This is an optimization exercise on Yosys and OpenROAD, whose aim is small area, not a production implementation. In this exercise RTL edits were held to simulation tests only and were not proved equivalent to the original.

==> 06-02: inputs <==
Design PWM_Generator, start of the top module:
module PWM_Generator (
	input clk,
	input rst,
	input [7:0] DUTY_CYCLE,
	input [15:0] ADC,
	input [9:0] PWM_PERIOD, DEAD_TIME,
	output reg PWM_UP, PWM_DOWN, Complete, ADC_Test
);
	reg [9:0] counter;
	reg [9:0] up_time_n;
	reg up_cin_n;
	reg lt;
	reg uz;           
	reg adc_gt;
	reg Fault;
	reg next_UP, next_DOWN;
	wire pp1 = ~(PWM_PERIOD[0] & DUTY_CYCLE[0]);
	wire pp2 = ~(PWM_PERIOD[0] & DUTY_CYCLE[1]);
	wire pp3 = ~(PWM_PERIOD[0] & DUTY_CYCLE[2]);
	wire pp4 = ~(PWM_PERIOD[0] & DUTY_CYCLE[3]);
	wire pp5 = ~(PWM_PERIOD[0] & DUTY_CYCLE[4]);
	wire pp6 = ~(PWM_PERIOD[0] & DUTY_CYCLE[5]);
	wire pp7 = ~(PWM_PERIOD[0] & DUTY_CYCLE[6]);
	wire pp8 = ~(PWM_PERIOD[0] & DUTY_CYCLE[7]);
	wire pp9 = ~(PWM_PERIOD[1] & DUTY_CYCLE[0]);
	wire pp10 = ~(PWM_PERIOD[1] & DUTY_CYCLE[1]);
	wire pp11 = ~(PWM_PERIOD[1] & DUTY_CYCLE[2]);
	wire pp12 = ~(PWM_PERIOD[1] & DUTY_CYCLE[3]);
	wire pp13 = ~(PWM_PERIOD[1] & DUTY_CYCLE[4]);
	wire pp14 = ~(PWM_PERIOD[1] & DUTY_CYCLE[5]);
	wire pp15 = ~(PWM_PERIOD[1] & DUTY_CYCLE[6]);
	wire pp16 = ~(PWM_PERIOD[1] & DUTY_CYCLE[7]);
	wire pp17 = ~(PWM_PERIOD[2] & DUTY_CYCLE[0]);
	wire pp18 = ~(PWM_PERIOD[2] & DUTY_CYCLE[1]);
	wire pp19 = ~(PWM_PERIOD[2] & DUTY_CYCLE[2]);
	wire pp20 = ~(PWM_PERIOD[2] & DUTY_CYCLE[3]);
	wire pp21 = ~(PWM_PERIOD[2] & DUTY_CYCLE[4]);
	wire pp22 = ~(PWM_PERIOD[2] & DUTY_CYCLE[5]);
	wire pp23 = ~(PWM_PERIOD[2] & DUTY_CYCLE[6]);
	wire pp24 = ~(PWM_PERIOD[2] & DUTY_CYCLE[7]);
  ...
export LEC_CHECK = 0
export CAP_MARGIN = 20
export CORE_MARGIN = 2
export CORE_UTILIZATION = 40
export GPL_TIMING_DRIVEN = 0
export SLEW_MARGIN = 20
export SYNTH_HIERARCHICAL = 1
export SYNTH_MINIMUM_KEEP_SIZE = 0
create_clock -name core_clock -period 7.0 [get_ports {clk}]
standard.sh (not shown) runs the stock make flow with config.mk's settings and CLKGATE_MAP_FILE= SYNTH_SCRIPT=/design/flow/synth_recipe.tcl, a recipe that flattens the netlist after the stock synthesis.
==> flow/flow/run.sh <==
#!/bin/bash
set -e
ARGS=(BUFFER_PORTS_ARGS="-buffer_cell sky130_fd_sc_hd__buf_1" RECOVER_POWER=100
      REMOVE_ABC_BUFFERS=1 SKIP_REPAIR_TIE_FANOUT=1
      CTS_ARGS="-sink_clustering_enable -repair_clock_nets -dont_use_dummy_load -buf_list {sky130_fd_sc_hd__clkbuf_2 sky130_fd_sc_hd__clkbuf_4}")
bash standard.sh synth > standard_synth.log 2>&1
DOWNSIZE_MAX_FANOUT=4 DOWNSIZE_ODB=orfs/results/sky130hd/PWM_Generator/base/1_synth.odb \
  openroad -no_init -exit flow/downsize.tcl > downsize.log 2>&1
bash standard.sh "${ARGS[@]}" finish > standard.log 2>&1
==> flow/flow/downsize.tcl <==
# Resize every combinational cell with at most DOWNSIZE_MAX_FANOUT loads of the synthesized netlist to the smallest drive strength
# of its own cell family (same function and pins). Flip-flops keep their cell type. The
# later repair steps of the standard flow size up again whatever timing needs.
set odb $::env(DOWNSIZE_ODB)
read_db $odb
set db [ord::get_db]
set block [[$db getChip] getBlock]
set n 0
foreach inst [$block getInsts] {
  set m [$inst getMaster]
  set name [$m getName]
  if {![regexp {^(sky130_fd_sc_hd__)([a-z0-9]+)_([0-9]+)$} $name -> pre fam drive]} { continue }
  if {[string match "df*" $fam] || [string match "*buf*" $fam] || $fam eq "conb"} { continue }
  # keep the synthesized size of cells driving many loads
  set fanout 0
  foreach it [$inst getITerms] {
    if {[$it isOutputSignal]} {
      set net [$it getNet]
      if {$net ne "NULL"} { set fanout [expr {$fanout + [llength [$net getITerms]] - 1}] }
    }
  }
  if {$fanout > $::env(DOWNSIZE_MAX_FANOUT)} { continue }
  set best ""
  set best_area 1e9
  foreach d {0 1 2 4} {
    set cand [$db findMaster "${pre}${fam}_$d"]
    if {$cand eq "NULL"} { continue }
    set a [expr {[$cand getWidth] * [$cand getHeight]}]
    if {$a < $best_area} { set best $cand; set best_area $a }
  }
  if {$best ne "" && [$best getName] ne $name} {
    set cur_area [expr {[$m getWidth] * [$m getHeight]}]
    if {$best_area < $cur_area} {
      $inst swapMaster $best
      incr n
    }
  }
}
puts "downsized $n instances"
write_db $odb
==> 09-12 (differences from 06-02) <==
--- a/flow/design.v
+++ b/flow/design.v
@@ -5,17 +5,16 @@
 	input [15:0] ADC,
 	input [9:0] PWM_PERIOD, DEAD_TIME,
 	output reg PWM_UP, PWM_DOWN, Complete, ADC_Test
 );
 	reg [9:0] counter;
 	reg [9:0] up_time_n;
 	reg up_cin_n;
 	reg lt;
-	reg uz;           
 	reg adc_gt;
 	reg Fault;
 	reg next_UP, next_DOWN;
 	wire pp1 = ~(PWM_PERIOD[0] & DUTY_CYCLE[0]);
 	wire pp2 = ~(PWM_PERIOD[0] & DUTY_CYCLE[1]);
 	wire pp3 = ~(PWM_PERIOD[0] & DUTY_CYCLE[2]);
 	wire pp4 = ~(PWM_PERIOD[0] & DUTY_CYCLE[3]);
 	wire pp5 = ~(PWM_PERIOD[0] & DUTY_CYCLE[4]);
@@ -417,49 +416,46 @@
 	wire [9:0] cinc = {hs230, hs228, hs226, hs224, hs222, hs220, hs218, hs216, hs214, ~counter[0]};
 	wire [9:0] prod_n = {c213, s212, s210, s208, s206, s204, s202, s200, s198, s196};
 	wire wrap = (|PWM_PERIOD) & ~(~g242);
 	wire ge_h = c306;
 	wire cinc_c = hc231;
 	always @(posedge clk) begin
 		if (rst) begin
 			counter <= 10'd0;
-			uz <= 1'b1;
+			up_time_n <= 10'h3ff;
+			up_cin_n <= 1'b1;
 			lt <= 1'b0;
 			adc_gt <= 1'b0;
 			Fault <= 1'b0;
 			next_UP <= 1'b0;
 			next_DOWN <= 1'b0;
 			PWM_UP <= 1'b0;
 			PWM_DOWN <= 1'b0;
 			Complete <= 1'b0;
 			ADC_Test <= 1'b0;
 		end else begin
 			counter <= wrap ? 10'd0 : cinc;
 			if (wrap) begin
-				uz <= 1'b0;
+				up_time_n <= prod_n;
+				up_cin_n <= m195;
 				adc_gt <= ADC > 16'd10;
 			end
-			lt <= ~uz & ((wrap | cinc_c) ? (~g286) : (~g276));
+			lt <= (wrap | cinc_c) ? (~g286) : (~g276);
 			next_UP <= lt & ge_h;
-			next_DOWN <= ge_h & ~(~uz & (~m316)) & (g339);
+			next_DOWN <= ge_h & ~(~m316) & (g339);
 			if (!Fault) begin
 				Complete <= wrap;
 				ADC_Test <= adc_gt;
 			end
 			PWM_UP <= next_UP & ~Fault;
 			PWM_DOWN <= next_DOWN & ~Fault;
 			Fault <= Fault | (next_UP & next_DOWN);
 		end
 	end
-	always @(posedge clk)
-		if (wrap) begin
-			up_time_n <= prod_n;
-			up_cin_n <= m195;
-		end
 endmodule
 module pwm_fa(input a, input b, input c, output s, output co);
 	assign s = a ^ b ^ c;
 	assign co = (a & b) | (a & c) | (b & c);
 endmodule
 module pwm_maj(input a, input b, input c, output y);
 	assign y = (a & b) | (a & c) | (b & c);
 endmodule
==> flow_summary.ini <==
[status]
outcome = complete, no violations

[critical_path]
crit_start = PWM_PERIOD[4]
crit_cells = 17
timing.rr.end = next_DOWN

[placed_design]
pre_cts_ws_ns = -0.849

[power_and_ir_drop]
sw_frac_of_total = 0.395

[global_route]
met2_usage = 0.279

[worst_hold_path]
min_delay_path_depth = 1
the above is filed under 09-12

==> flow_summary.ini <==
[status]
outcome = finished with violations
check.faults = capacitance limit, slew limit

[flow_run]
maxCapViolations = 1

[placed_design]
pre_cts_ws_ns = -0.814

[timing]
timing.final.max_slew_violations = 24

[critical_path]
crit_start = PWM_PERIOD[0]
crit_cells = 15
the above is filed under 06-02

afterwards: timing with drivers on the ports:
In the flow no input, the clock included, has a driving cell. The finished layouts below were timed again as built, in two steps.
Step 1 assumes that a clkbuf_16 drives the clock port and a buf_2 every other input.
Step 2 moves the port delays by t, midway between the first and last clock arrival at a register: inputs arrive t later, outputs are due t later. That takes back most of the time a late clock gives input paths.
Slacks: no drivers / after step 1 / after step 2; pairs: no drivers / after step 1.
run | t (ns) | setup slack, ns | worst data-port slew with drivers (ns)
06-02 | 0.335 | 0.161 / 0.141 / -0.193 | 0.05
09-12 | 0.336 | 0.199 / 0.196 / -0.140 | 0.04
The setup slack of 06-02, which loses most, moves by -0.020 ns with the drivers and by -0.354 ns with both steps.
